This is an optimization exercise on Yosys and OpenROAD, whose aim is small area, not a production implementation. The RTL was checked by simulation tests, not by an equivalence proof against the original design. Power is estimated from default activity; no workload was simulated.

==> design/flow/design.v <==
`timescale 1ns / 1ps
module image_gererator(
  input [11:0] h_active_value,
  input [11:0] v_active_value,
  input [3:0] sel,
  input [11:0] step_count,
  input [23:0] time_count,
  input [7:0] frame_count,
  output reg[7:0] red,
  output reg[7:0] green,
  output reg[7:0] blue
  );
parameter WHITE_R 		= 8'hff;
parameter WHITE_G 		= 8'hff;
parameter WHITE_B 		= 8'hff;
parameter YELLOW_R 		= 8'hff;
parameter YELLOW_G 		= 8'hff;
parameter YELLOW_B 		= 8'h00;                              	
parameter CYAN_R 		  = 8'h00;
parameter CYAN_G 		  = 8'hff;
parameter CYAN_B 		  = 8'hff;                             	
parameter GREEN_R 		= 8'h00;
parameter GREEN_G 		= 8'hff;
parameter GREEN_B 		= 8'h00;
parameter MAGENTA_R 	= 8'hff;
parameter MAGENTA_G 	= 8'h00;
parameter MAGENTA_B 	= 8'hff;
parameter RED_R 		  = 8'hff;
parameter RED_G 		  = 8'h00;
parameter RED_B 		  = 8'h00;
parameter BLUE_R 		  = 8'h00;
parameter BLUE_G 		  = 8'h00;
parameter BLUE_B 		  = 8'hff;
parameter BLACK_R 		= 8'h00;
parameter BLACK_G 		= 8'h00;
parameter BLACK_B 		= 8'h00;
parameter H_TOTAL = 12'd1920;
parameter V_TOTAL = 12'd1080;
reg [1:0]is_black;
always@(*) begin
  if((h_active_value == 12'd0) && (v_active_value == 12'd0)) begin
    red <= {sel,step_count[11:8]};
    green <= step_count[7:0];
    blue <= frame_count;
  end
  else if((h_active_value == 12'd1) && (v_active_value == 12'd0)) begin
    red <= time_count[23:16];
    green <= time_count[15:8];
    blue <= time_count[7:0];
  end
  else 
  case (sel)
    4'b0000:
      begin
        if(is_black[0] + is_black[1] == 2'b01)         
		  begin
            red <= BLACK_R;
            green <= BLACK_G;
            blue <= BLACK_B;
			 end
		 else
			 begin
            red <= WHITE_R;
            green <= WHITE_G;
            blue <= WHITE_B;
          end
		end
	4'b0001:
		begin
			red <= h_active_value[7:0];
			green <= v_active_value[7:0];
			blue <= {h_active_value[11:8], v_active_value[11:8]};	
		end
	4'b0010:
		begin
			if((h_active_value == 12'h02f) && (v_active_value == 12'h0f))
			begin
            red <= 8'hFF;
            green <= 8'hFE;
            blue <= 8'hFD;
			end
			else begin
				red <= 8'hAA;
            green <= 8'hBB;
            blue <= 8'hCC;
			end
		end
	4'b0011:
		begin
			if((h_active_value == 12'h02f) && (v_active_value == 12'h0f))
			begin
            red <= 8'hFF;
            green <= 8'hFF;
            blue <= 8'hFD;
			end
			else begin
				red <= 8'hAA;
            green <= 8'hBB;
            blue <= 8'hCC;
			end
		end
	4'b0100:
		begin
			red <= h_active_value[7:0]+step_count[7:0];
			green <= v_active_value[7:0]+step_count[7:0];
			blue <= {h_active_value[11:8], v_active_value[11:8]}+step_count[7:0];	
		end
    default:
	   if(h_active_value == 12'b0 & v_active_value == 12'b0)
		  begin
            red <= BLUE_R;
            green <= BLUE_G;
            blue <= BLUE_B;
		  end
		else if(h_active_value == H_TOTAL - 12'd1 & v_active_value == 12'b0)
		  begin
            red <= BLUE_R;
            green <= BLUE_G;
            blue <= BLUE_B;
		  end
      else if(h_active_value == 12'b0)
		  begin
            red <= WHITE_R;
            green <= WHITE_G;
            blue <= WHITE_B;
		  end
      else if(h_active_value == H_TOTAL-1)
		  begin
            red <= WHITE_R;
            green <= WHITE_G;
            blue <= WHITE_B;
		  end
      else if(v_active_value == 12'b0)
		  begin
            red <= GREEN_R;
            green <= GREEN_G;
            blue <= GREEN_B;
		  end
		 else if(v_active_value == V_TOTAL - 12'd1)
		  begin
            red <= BLUE_R;
            green <= BLUE_G;
            blue <= BLUE_B;
		  end
      else if(v_active_value == V_TOTAL)
		  begin
            red <= GREEN_R;
            green <= GREEN_G;
            blue <= GREEN_B;
		  end
		else
		  begin
            red <= RED_R;
            green <= RED_G;
            blue <= RED_B;
		  end
	endcase
end
always@(h_active_value)
begin
  if(h_active_value < (H_TOTAL/4) * 1)
    begin
      is_black[1] = 1'b1;
    end
  else if(h_active_value < (H_TOTAL/4) * 2)
    begin
      is_black[1] = 1'b0;
    end
  else if(h_active_value < (H_TOTAL/4) * 3)
    begin
      is_black[1] = 1'b1;
    end
  else
    begin
      is_black[1] = 1'b0;
    end
end
always@(v_active_value)
begin
  if(v_active_value < (V_TOTAL/4) * 1)
    begin
      is_black[0] = 1'b1;
    end
  else if(v_active_value < (V_TOTAL/4) * 2)
    begin
      is_black[0] = 1'b0;
    end
  else if(v_active_value < (V_TOTAL/4) * 3)
    begin
      is_black[0] = 1'b1;
    end
  else
    begin
      is_black[0] = 1'b0;
    end
end
endmodule
`timescale 1ns / 1ps
module hdmi_driver(
	input clk,
	input rst,
	input [23:0] time_count,
	output hs,
	output vs,
	output de,
	output[7:0] rgb_r,
	output[7:0] rgb_g,
	output[7:0] rgb_b
);
parameter H_ACTIVE = 12'd64;
parameter H_FP = 12'd4;
parameter H_SYNC = 12'd6;
parameter H_BP = 12'd6;
parameter V_ACTIVE = 12'd36;
parameter V_FP 	= 12'd2;
parameter V_SYNC  = 12'd2;
parameter V_BP	= 12'd3;
parameter H_TOTAL = H_ACTIVE + H_FP + H_SYNC + H_BP;
parameter V_TOTAL = V_ACTIVE + V_FP + V_SYNC + V_BP;
reg hs_reg;
reg vs_reg;
reg hs_reg_d0;
reg vs_reg_d0;
reg[11:0] h_cnt;
reg[11:0] v_cnt;
reg[11:0] active_x;
reg[11:0] active_y;
reg[7:0] rgb_r_reg;
reg[7:0] rgb_g_reg;
reg[7:0] rgb_b_reg;
reg h_active;
reg v_active;
wire video_active;
reg video_active_d0;
wire [7:0] r;
wire [7:0] g;
wire [7:0] b;
reg [7:0] frame_count;
reg [7:0] sel_count;
assign hs = hs_reg_d0;
assign vs = vs_reg_d0;
assign video_active = h_active & v_active;
assign de = video_active_d0;
assign rgb_r = rgb_r_reg;
assign rgb_g = rgb_g_reg;
assign rgb_b = rgb_b_reg;
wire vs_detected = vs_reg && (~vs_reg_d0);
always@(posedge clk or posedge rst) begin
	if(rst) begin
		hs_reg_d0 <= 1'b0;
		vs_reg_d0 <= 1'b0;
		video_active_d0 <= 1'b0;
	end
	else begin
			hs_reg_d0 <= hs_reg;
			vs_reg_d0 <= vs_reg;
			video_active_d0 <= video_active;
		end
end
always@(posedge clk or posedge rst) begin
	if(rst) begin
		frame_count <= 8'd0;
	end
	else
		if((v_cnt == V_FP) && (h_cnt == H_FP - 12'd1)) begin
			frame_count <= frame_count + 8'd1;
		end
end
always@(posedge clk or posedge rst) begin
	if(rst)
		h_cnt <= 12'd0;
	else if(h_cnt == H_TOTAL - 12'd1)
		h_cnt <= 12'd0;
	else
		h_cnt <= h_cnt + 12'd1;
end
always@(posedge clk or posedge rst) begin
	if(rst)
		hs_reg <= 1'b0;
	else if(h_cnt == H_FP - 12'd1)
		hs_reg <= 1'b1;
	else if(h_cnt == H_FP + H_SYNC - 12'd1)
		hs_reg <= 1'b0;
	else
		hs_reg <= hs_reg;
end
always@(posedge clk or posedge rst) begin
	if(rst)
		h_active <= 1'b0;
	else if(h_cnt == H_FP + H_SYNC + H_BP - 12'd1)
		h_active <= 1'b1;
	else if(h_cnt == H_TOTAL - 12'd1)
		h_active <= 1'b0;
	else
		h_active <= h_active;
end
always@(posedge clk or posedge rst) begin
	if(rst)
		active_x <= 12'd0;
	else if(h_cnt >= H_FP + H_SYNC + H_BP - 12'd1)
		active_x <= h_cnt - (H_FP[11:0] + H_SYNC[11:0] + H_BP[11:0] - 12'd1);
	else
		active_x <= active_x;
end
always@(posedge clk or posedge rst) begin
	if(rst)
		v_cnt <= 12'd0;
	else if(h_cnt == H_TOTAL  - 12'd1)
		if(v_cnt == V_TOTAL - 12'd1)
			v_cnt <= 12'd0;
		else
			v_cnt <= v_cnt + 12'd1;
	else
		v_cnt <= v_cnt;
end
always@(posedge clk or posedge rst) begin
	if(rst)
		vs_reg <= 1'd0;
	else if((v_cnt == V_FP) && (h_cnt == H_FP - 12'd1))
		vs_reg <= 1'b1;
	else if((v_cnt == V_FP + V_SYNC) && (h_cnt == H_FP - 12'd1))
		vs_reg <= 1'b0;	
	else
		vs_reg <= vs_reg;
end
always@(posedge clk or posedge rst) begin
	if(rst)
		v_active <= 1'd0;
	else if((v_cnt == V_FP + V_SYNC + V_BP - 12'd1) && (h_cnt == H_TOTAL  - 12'd1))
		v_active <= 1'b1;
	else if((v_cnt == V_TOTAL - 12'd1) && (h_cnt == H_TOTAL  - 12'd1))
		v_active <= 1'b0;	
	else
		v_active <= v_active;
end
always@(posedge clk or posedge rst) begin
	if(rst)
		active_y <= 12'd0;
	else if((v_cnt >= V_FP + V_SYNC + V_BP - 12'd1) && (h_cnt == H_TOTAL  - 12'd1))
		active_y <= v_cnt - (V_FP[11:0] + V_SYNC[11:0] + V_BP[11:0] - 12'd1);
	else
		active_y <= active_y;
end
always@(posedge clk or posedge rst) begin
	if(rst) begin
		rgb_r_reg <= 8'h00;
		rgb_g_reg <= 8'h00;
		rgb_b_reg <= 8'h00;
	end
	else if(video_active) begin
		rgb_r_reg <= r;
		rgb_g_reg <= g;
		rgb_b_reg <= b;
	end
	else begin
		rgb_r_reg <= 8'h00;
		rgb_g_reg <= 8'h00;
		rgb_b_reg <= 8'h00;
	end
end
reg [11:0] step_count;
always@(posedge clk or posedge rst) begin
	if(rst) begin
		step_count <= 12'h0;
		sel_count <= 8'b0;
	end
	else if((v_cnt == V_FP) && (h_cnt == H_FP - 12'd1)) begin
		step_count <= step_count + 12'b1;
		sel_count <= sel_count + 8'b1;
	end
	else begin
		step_count <= step_count;
		sel_count <= sel_count;
	end
end
reg [3:0]sel;
always@(posedge clk or posedge rst) begin
	if(rst) begin
		sel <= 4'h0;
	end
	else if((sel_count[3:0] == 4'b1111)&&(v_cnt == V_FP) && (h_cnt == H_FP - 12'd1)) begin
		sel <= sel + 4'b1;
	end
	else begin
		sel <= sel;
	end
end
image_gererator #(.H_TOTAL(H_ACTIVE), .V_TOTAL(V_ACTIVE)) image_gererator_m1(
	.h_active_value(active_x),
	.v_active_value(active_y),
	.sel(sel),
	.step_count(step_count),
	.time_count(time_count),
	.frame_count(frame_count),
	.red(r),
	.green(g),
	.blue(b)
	);
endmodule 
==> design/flow/run.sh <==
#!/bin/bash
# synth_recipe.tcl (not shown) runs the flow's synth.tcl, then flattens the netlist and writes it again
# the make line also repeats each setting of config.mk as NAME=value (left out here)
make -C /OpenROAD-flow-scripts/flow DESIGN_CONFIG=/design/flow/config.mk WORK_HOME=/design/flow/orfs CLKGATE_MAP_FILE= SYNTH_SCRIPT=/design/flow/synth_recipe.tcl finish
==> design/flow/config.mk <==
export PLATFORM = sky130hd
export DESIGN_NAME = hdmi_driver
export DESIGN_NICKNAME = hdmi_driver
export VERILOG_FILES = /design/flow/design.v
export SDC_FILE = /design/flow/constraint.sdc
export NUM_CORES = 4
export LEC_CHECK = 0
export CAP_MARGIN = 20
export CORE_MARGIN = 2
export CORE_UTILIZATION = 40
export SLEW_MARGIN = 20
==> design/flow/constraint.sdc <==
create_clock -name core_clock -period 6.7 [get_ports {clk}]
set_input_delay 1.3400 -clock core_clock [delete_from_list [all_inputs] [get_ports {clk}]]
set_output_delay 1.3400 -clock core_clock [all_outputs]
set_load 0.01 [all_outputs]
==> results.toml, run 1 <==
[run_status]
outcome = "finished clean"

[floorplanning]
row_count = 47
fp.dieH_um = 135
start_util_pct = 41.1
core-area_um2 = 16700
die_w_um = 135
ioPinCount = 53
dieArea_um2 = 18200

[layout]
drive_above_1_share_pct = 7.15
area_growth_pct = 14.6
fin_util_pct = 47.2
antenna_cells = 0
final_nets = 827

[cts]
clk_latency_ps = 360
ctsHoldBuffers = 0
ctsResizeCount = 0
cts_sinks = 107
cts_tree = "done"
htree_levels = 3
post_cts_buffers = 0
cts_buffers = 9
clk_path_buf_depth = 2
cts-root-buf = "clkbuf_16"
clk_pin_slew_worst_paths_ps = 70

[drt]
first_pass_iters = 5
drtIter0Drc = 447
drc = 0
wl_per_cell_um = 18.9
antenna_left = 0
via_count = 5732
routed_wl_um = 18600
via_per_inst = 5.80

[logic_synthesis]
ys_seq_area_share_pct = 39.0
syn_inst = 736
ys_top_cells_by_count = "dfrtp_1 (107), o21ai_0 (85), nand2_1 (68)"
ys_types = 75
synthArstFlopShare_pct = 100
yosys_warnings = 2
syn-num-nets = 799
synth_top_cell_by_area = "dfrtp_1"
synth_seq_cells = 107
syn_area_um2 = 6870
synth_area_per_cell_um2 = 9.34
ys_top_cells_by_area = "dfrtp_1 (39%), ha_1 (6.2%), o21ai_0 (6.2%), xnor2_1 (5.9%), nand2_1 (3.7%)"
yosys.area.top_type_share_pct = 39.0
yosysMostFrequentCell = "dfrtp_1"
synth_edf_count = 0
yosys_most_used_dff = "dfrtp_1"

[pwr]
peakVddDrop_uv = 265
power-per-cell-area_nw_per_um2 = 167
power_mw = 1.31
leakagePower_nw = 3.46

[min_path]
holdCritPathClass = "register to register"

[sta]
totalNegativeSetupSlack_ps = 0
maxSlewViolCount = 0
final_hold_viol_count = 0
finalWorstSetupSlack_ps = 3720
fmax_mhz = 336
relSlewSlack_pct = 38.9
rsz0062_at_grt = "no"
setup_viol_count_final = 0
fin_crit_ps = 2980
clock_skew_ps = 5.61
min_period_over_period_pct = 44.5
finalHoldWorstSlack_ps = 406
worst_pin_slew_ps = 908

[global_routing]
grt_pass1_vias = 5602
antenna_found_initial = 0
grt_max_degree = 70
grt_usage_pct = 21.0
grt_pass1_wl_um = 30000
grt-ovfl-total = 0

[critical_path]
path_max_fanout = 10
crit_type = "register to register"
end_kind = "register"
worstPathArrival_ps = 3210
critPathRequiredTime_ps = 6930
start_kind = "register"

[flow_run]
max_cap_viol_count = 0

[place]
post-dp-hpwl_um = 13600
port_buffers = 52
post-place-ws_ps = 3570
gp_congestion = 0.927
[worst max-delay path: stages (launching register included)]
cell and delay (ps):
dfrtp_1 440, inv_1 150, ha_1 250, inv_1 110, a221oi_1 790, nand3_1 570, o31ai_1 430, a21oi_1 110
[path summary, 6_finish.rpt]
path                                    start                      end  slack [ps]  cells past startpoint
max in group asynchronous                 rst  active_x[0]$_DFFE_PP0P_        4060                      3
hold reg to reg            vs_reg$_DFFE_PP0P_      vs_reg_d0$_DFF_PP0_         410                      0
setup reg to reg           sel[0]$_DFFE_PP0P_   rgb_b_reg[0]$_DFF_PP0_        3720                      7
min in group asynchronous                 rst   rgb_r_reg[5]$_DFF_PP0_        1380                      2
setup / recovery           sel[0]$_DFFE_PP0P_   rgb_b_reg[0]$_DFF_PP0_        3720                      7
hold / removal             vs_reg$_DFFE_PP0P_      vs_reg_d0$_DFF_PP0_         410                      0
[logic make-up after synthesis]
| logic type | Yosys count | share of synthesized area [%] |
|---|---|---|
| flops | 107 | 39.0 |
| buf+inv | 54 | 3.55 |
| simple gates | 249 | 20.9 |
| mux | 13 | 2.02 |
| fa+ha+maj | 37 | 7.06 |
| compound gates | 210 | 19.0 |
| xor+xnor | 66 | 8.52 |
[layout by cell type, fill, tap and decap left out, types with 6 or more instances in the layout]
cell	count
a21o_1	10
or3_1	6
mux2i_1	6
nand2b_1	7
clkbuf_16	9
and3_1	8
a221oi_1	7
nor2_1	40
a21oi_1	41
a211oi_1	10
xor2_1	19
nand2_1	68
nand4_1	15
dfrtp_1	107
ha_1	34
mux2_2	7
inv_1	14
nor3_1	16
nor4_1	10
clkdlybuf4s50_1	52
or4_1	8
o21ai_0	85
xnor2_1	46
nand3_1	21
o211ai_1	10
o21a_1	6
[metrics by stage]
stage	instances	instance area [um2]
5_1_grt	989	7880
4_1_cts	989	7880
6_report	989	7880
3_3_place_gp	973	7520
3_5_place_dp	973	7520
2_1_floorplan	736	6870
[metal layers]
layer  part of all wire [%]  wire (um)  GRT usage (%)
met1                     45       8410           28.4
met3                    5.8       1090           3.83
met5                      0          0              0
met4                    3.4        629           9.20
met2                     46       8520           33.1
[where the power goes]
group / internal [mW] / total (mW) / switching [mW] / leakage (nW)
Combinational: 0.0137 / 0.0297 / 0.0159 / 1.82
Clock: 0.381 / 0.638 / 0.258 / 0.175
Sequential: 0.645 / 0.645 / 0 / 1.47
[cell type report]
class,count,area (um2)
multi-input combinational,575,3960
fill,1579,8830
tap,220,275
inverter,15,58.8
clock inverter,6,119
clock buffer,10,239
sequential,107,2680
timing repair buffer,56,551
==> inputs of run 2 (changes only) <==
==> design/flow/design.v (replaced) <==
module image_gererator(
	input [5:0] x,
	input [5:0] y,
	input [11:0] step_count,
	input [23:0] time_count,
	output reg [7:0] red,
	output reg [7:0] green,
	output reg [7:0] blue
);
wire [3:0] sel = step_count[7:4];
wire [3:0] k = step_count[3:0];
wire x0 = (x == 6'd0);
wire x63 = (x == 6'd63);
wire y0 = (y == 6'd0);
wire marker = (x == 6'd47) & (y == 6'd15);
wire ib1 = ~x[4];
wire ib0 = (y < 6'd9) | ((y >= 6'd18) & (y < 6'd27));
wire white = ~(ib0 ^ ib1);
wire [6:0] xk = {1'b0, x} + {3'b0, k};
wire [5:0] yk = y + {2'b0, k};
always @(*) begin
	if (x0 & y0) begin
		red = {sel, step_count[11:8]};
		green = step_count[7:0];
		blue = step_count[7:0];
	end else if ((x == 6'd1) & y0) begin
		red = time_count[23:16];
		green = time_count[15:8];
		blue = time_count[7:0];
	end else case (sel)
	4'd0: begin
		red = {8{white}};
		green = {8{white}};
		blue = {8{white}};
	end
	4'd1: begin
		red = {2'b00, x};
		green = {2'b00, y};
		blue = 8'h00;
	end
	4'd2, 4'd3: begin
		red = marker ? 8'hFF : 8'hAA;
		green = marker ? {7'b1111111, sel[0]} : 8'hBB;
		blue = marker ? 8'hFD : 8'hCC;
	end
	4'd4: begin
		red = {xk[6], ~xk[6], xk[5:0]};
		green = {2'b01, yk};
		blue = {4'b0100, k};
	end
	default: begin
		if (x63 & y0) begin
			red = 8'h00; green = 8'h00; blue = 8'hFF;
		end else if (x0 | x63) begin
			red = 8'hFF; green = 8'hFF; blue = 8'hFF;
		end else if (y0) begin
			red = 8'h00; green = 8'hFF; blue = 8'h00;
		end else if (y == 6'd35) begin
			red = 8'h00; green = 8'h00; blue = 8'hFF;
		end else begin
			red = 8'hFF; green = 8'h00; blue = 8'h00;
		end
	end
	endcase
end
endmodule
module hdmi_driver(
	input clk,
	input rst,
	input [23:0] time_count,
	output hs,
	output vs,
	output de,
	output[7:0] rgb_r,
	output[7:0] rgb_g,
	output[7:0] rgb_b
);
reg [6:0] hc;
reg [5:0] vc;
reg [11:0] step_count;    
reg hs_reg, vs_reg, de_reg;
reg [7:0] rgb_r_reg, rgb_g_reg, rgb_b_reg;
assign hs = hs_reg;
assign vs = vs_reg;
assign de = de_reg;
assign rgb_r = rgb_r_reg;
assign rgb_g = rgb_g_reg;
assign rgb_b = rgb_b_reg;
wire h_blank = hc[6];
wire h_wrap  = hc[6] & hc[3] & hc[2] & hc[1] & hc[0];           
wire h_68    = hc[6] & ~hc[3] & hc[2] & ~hc[1] & ~hc[0];        
wire h_74    = hc[6] & hc[3] & ~hc[2] & hc[1] & ~hc[0];         
wire v_blank = vc[5] & (vc[3] | vc[2]);                           
wire v_last  = vc[5] & vc[3] & vc[1];                             
wire v_sync  = vc[5] & vc[2] & vc[0];                             
wire video_active = ~h_blank & ~v_blank;
always @(posedge clk or posedge rst) begin
	if (rst) begin
		hc <= 7'd64;
		vc <= 6'd35;
		step_count <= 12'd0;
		hs_reg <= 1'b0;
		vs_reg <= 1'b0;
		de_reg <= 1'b0;
	end else begin
		hc <= h_wrap ? 7'd0 : hc + 7'd1;
		if (h_wrap)
			vc <= v_last ? 6'd0 : vc + 6'd1;
		if (h_wrap & v_last)
			step_count <= step_count + 12'd1;
		hs_reg <= hs_reg ^ (h_68 | h_74);
		vs_reg <= vs_reg ^ (h_68 & v_sync);
		de_reg <= video_active;
	end
end
wire [7:0] r, g, b;
image_gererator image_gererator_m1(
	.x(hc[5:0]),
	.y(vc[5:0]),
	.step_count(step_count),
	.time_count(time_count),
	.red(r),
	.green(g),
	.blue(b)
);
always @(posedge clk or posedge rst) begin
	if (rst) begin
		rgb_r_reg <= 8'h00;
		rgb_g_reg <= 8'h00;
		rgb_b_reg <= 8'h00;
	end else if (video_active) begin
		rgb_r_reg <= r;
		rgb_g_reg <= g;
		rgb_b_reg <= b;
	end else begin
		rgb_r_reg <= 8'h00;
		rgb_g_reg <= 8'h00;
		rgb_b_reg <= 8'h00;
	end
end
endmodule
--- a/design/flow/config.mk
+++ b/design/flow/config.mk
@@ -7,2 +7,3 @@
 export LEC_CHECK = 0
+export ABC_AREA = 1
 export CAP_MARGIN = 20
==> run 2 against run 1 <==
Combinational power fell by 23%. First-iteration DRC count fell by 27%. Register-to-register slack improved by 160 ps. Largest cell class unchanged. Total power fell by 60%. Core utilization rose by 2.3 points. Critical path depth rose by 2. Count of clock-buffer cells in the layout fell by 5. Flip-flop and latch count fell by 55. Die area fell by 50%. Synthesized area fell by 51%. Critical endpoint is now rgb_r_reg[1]$_DFF_PP0_.
==> results.toml, run 2 <==
[drt]
routedLengthMet1_um = 4170
wl_per_cell_um = 16.4
first_pass_iters = 6
antenna_left = 0
drtIter0Drc = 325
routed_wl_um = 9430
drc = 0
route.met2.wl_um = 4470
top_layer = "met4"
route.met3.wl_um = 614
via_per_inst = 5.42
via_count = 3120

[layout]
fin_area_um2 = 4020
final_cells = 576
most-common-layout-cells = "nand2_1 (82), clkdlybuf4s50_1 (52), dfrtp_1 (48)"
final_nets = 513
largest_register = "step_count"
drive_above_1_share_pct = 9.98
antenna_cells = 0
fillers = 787
largest_register_ffs = 12
area_growth_pct = 20.5
final_common_cell = "nand2_1"

[pwr]
power_uw = 529
power-per-cell-area_nw_per_um2 = 131
leakagePower_nw = 1.92
peakVddDrop_uv = 87.8

[logic_synthesis]
syn_inst = 424
synth-simple-area-share_pct = 27.1
synth_edf_count = 0
yosys_warnings = 2
synth_compound_area_share_pct = 15.3
synthMuxAreaShare_pct = 0
synth_seq_cells = 52
synth_top_cell_by_area = "dfrtp_1"
ys_top_cells_by_count = "nand2_1 (82), dfrtp_1 (48), inv_1 (42)"
synth_area_per_cell_um2 = 7.88
synth_xor_area_share_pct = 3.67
syn-num-nets = 467
ys_seq_area_share_pct = 39.1
synthArstFlopShare_pct = 100
yosys.area.top_type_share_pct = 36.0
yosys_most_used_dff = "dfrtp_1"
syn_area_um2 = 3340
synth_adder_area_share_pct = 6.82
yosysMostFrequentCell = "nand2_1"
synth_top_family_by_area = "simple AND/OR/NAND/NOR gates"
ys_top_cells_by_area = "dfrtp_1 (36%), nand2_1 (9.2%), o21ai_0 (5.7%), ha_1 (5.6%), inv_1 (4.7%)"
ys_types = 40

[sta]
setup_viol_count_final = 0
totalNegativeSetupSlack_ps = 0
relSlewSlack_pct = 34.1
finalHoldWorstSlack_ps = 473
final_hold_viol_count = 0
maxSlewViolCount = 0
rsz0062_at_grt = "no"
fmax_mhz = 354
worst_pin_slew_ps = 988
clock_skew_ps = 11.8
min_period_over_period_pct = 42.1
fin_crit_ps = 2820

[cts]
htree_levels = 2
post_cts_buffers = 0
clk_pin_slew_worst_paths_ps = 100
ctsResizeCount = 0
clk_path_buf_depth = 2
cts_tree = "done"
clk_latency_ps = 320
cts_buffers = 5
cts-root-buf = "clkbuf_8"
cts_sinks = 52
ctsHoldBuffers = 0

[critical_path]
path_max_fanout = 24
crit_chain = "inv_1, ha_1, nand2_1, nor2_2, nand2_1, inv_1, nor2_2, o21ai_0, a31oi_1"
worstPathArrival_ps = 3050
crit_type = "register to register"
worst_path_max_delay_cell = "dfstp_2"
critPathBufInv = 2
start_kind = "register"
crit_family = "simple AND/OR/NAND/NOR gates"
end_kind = "register"
critPathRequiredTime_ps = 6930
slowest_delay_ps = 590

[place]
post-dp-hpwl_um = 7190
port_buffers = 52
dp.cells = 568
gp_congestion = 0.922
placed_cell_area_um2 = 3930

[floorplanning]
row_count = 33
ioPinCount = 53
die_w_um = 95.4
fp.dieH_um = 95.4
core-area_um2 = 8130
start_util_pct = 41.1
dieArea_um2 = 9100

[global_routing]
grt_pass1_vias = 2911
grt_pass1_wl_um = 15400
antenna_found_initial = 0
grt_max_degree = 37
grt-ovfl-total = 0
grt_usage_pct = 22.1

[run_status]
outcome = "finished clean"

[flow_run]
max_cap_viol_count = 0

[min_path]
holdCritPathClass = "register to register"
## run 2: per-layer routing
metal / vias to the layer above / global-route usage, %
met4: 0 / 4.76
met2: 127 / 37.4
li1: 1516 / -
met5: - / 0
met3: 22 / 3.48
met1: 1455 / 29.9
## run 2: cell type report
| type | instances | area, um2 | area share [%] |
|---|---|---|---|
| Clock inverter | 3 | 25.0 | 0.622 |
| Inverter | 49 | 184 | 4.57 |
| Timing Repair Buffer | 53 | 541 | 13.4 |
| Multi-Input combinational cell | 309 | 1770 | 43.9 |
| Clock buffer | 5 | 68.8 | 1.71 |
| Tap cell | 105 | 131 | 3.26 |
| Sequential cell | 52 | 1310 | 32.5 |
## run 2: power breakdown
part | total, mW | switching, mW | leakage [nW] | internal [mW]
Clock | 0.192 | 0.116 | 0.0452 | 0.0765
Combinational | 0.0229 | 0.00900 | 1.18 | 0.0139
Sequential | 0.314 | 0 | 0.692 | 0.314
Total | 0.529 | 0.125 | 1.92 | 0.404
## run 2: final timing paths
| path | start | end | slack (ps) | cells past startpoint |
|---|---|---|---|---|
| min in group asynchronous | rst | hc[3]$_DFF_PP0_ | 1360 | 2 |
| hold / removal | hs_reg$_DFF_PP0_ | hs_reg$_DFF_PP0_ | 470 | 1 |
| setup / recovery | vc[1]$_DFFE_PP1P_ | rgb_r_reg[1]$_DFF_PP0_ | 3880 | 9 |
| max in group asynchronous | rst | rgb_r_reg[2]$_DFF_PP0_ | 4820 | 3 |
| setup reg to reg | vc[1]$_DFFE_PP1P_ | rgb_r_reg[1]$_DFF_PP0_ | 3880 | 9 |
| hold reg to reg | hs_reg$_DFF_PP0_ | hs_reg$_DFF_PP0_ | 470 | 1 |
## run 2: cells by family after synthesis
| group | Yosys count |
|---|---|
| AOI/OAI and AO/OA | 94 |
| and+or+nand+nor | 184 |
| adders and majority gates | 17 |
| DFF | 52 |
| buffers and inverters | 63 |
| xor gates and xnor gates | 14 |
## run 2: through the flow
stage / util, % / worst slack [ps]
finish: 49.5 / 3880
global route: 49.5 / 3620
CTS: 49.5 / 3900
detailed placement: 48.3 / 3910
global placement: 48.1 / 3970
floorplan: - / 4110

==> separate check: timing with driven ports <==
How much do the figures lean on ideal ports? The routed layouts below were timed once more, with nothing changed but the port constraints.
Step 1 sets driving cells, clkbuf_16 on the clock port and buf_2 on the other inputs (assumed; they add their load-dependent delay and slew).
Step 2 also shifts input and output timing later by t, the mid clock arrival at the registers, as if the neighbouring blocks saw the same clock.
a / b / c = ideal ports / drivers / drivers and shift; a / b = the first two.
run	t (ns)	setup slack, ns	hold WS [ns]	cell pins on the clock port's net
run 1	0.396	3.720 / 3.720 / 3.682	0.406 / 0.406 / 0.406	1
run 2	0.342	3.878 / 3.878 / 3.878	0.473 / 0.473 / 0.473	1
After both steps setup and hold are still met in every run listed. The setup slack of run 1, which loses most, moves by 0.000 ns with the drivers and by -0.038 ns with both steps. Setup slack includes reset recovery checks.
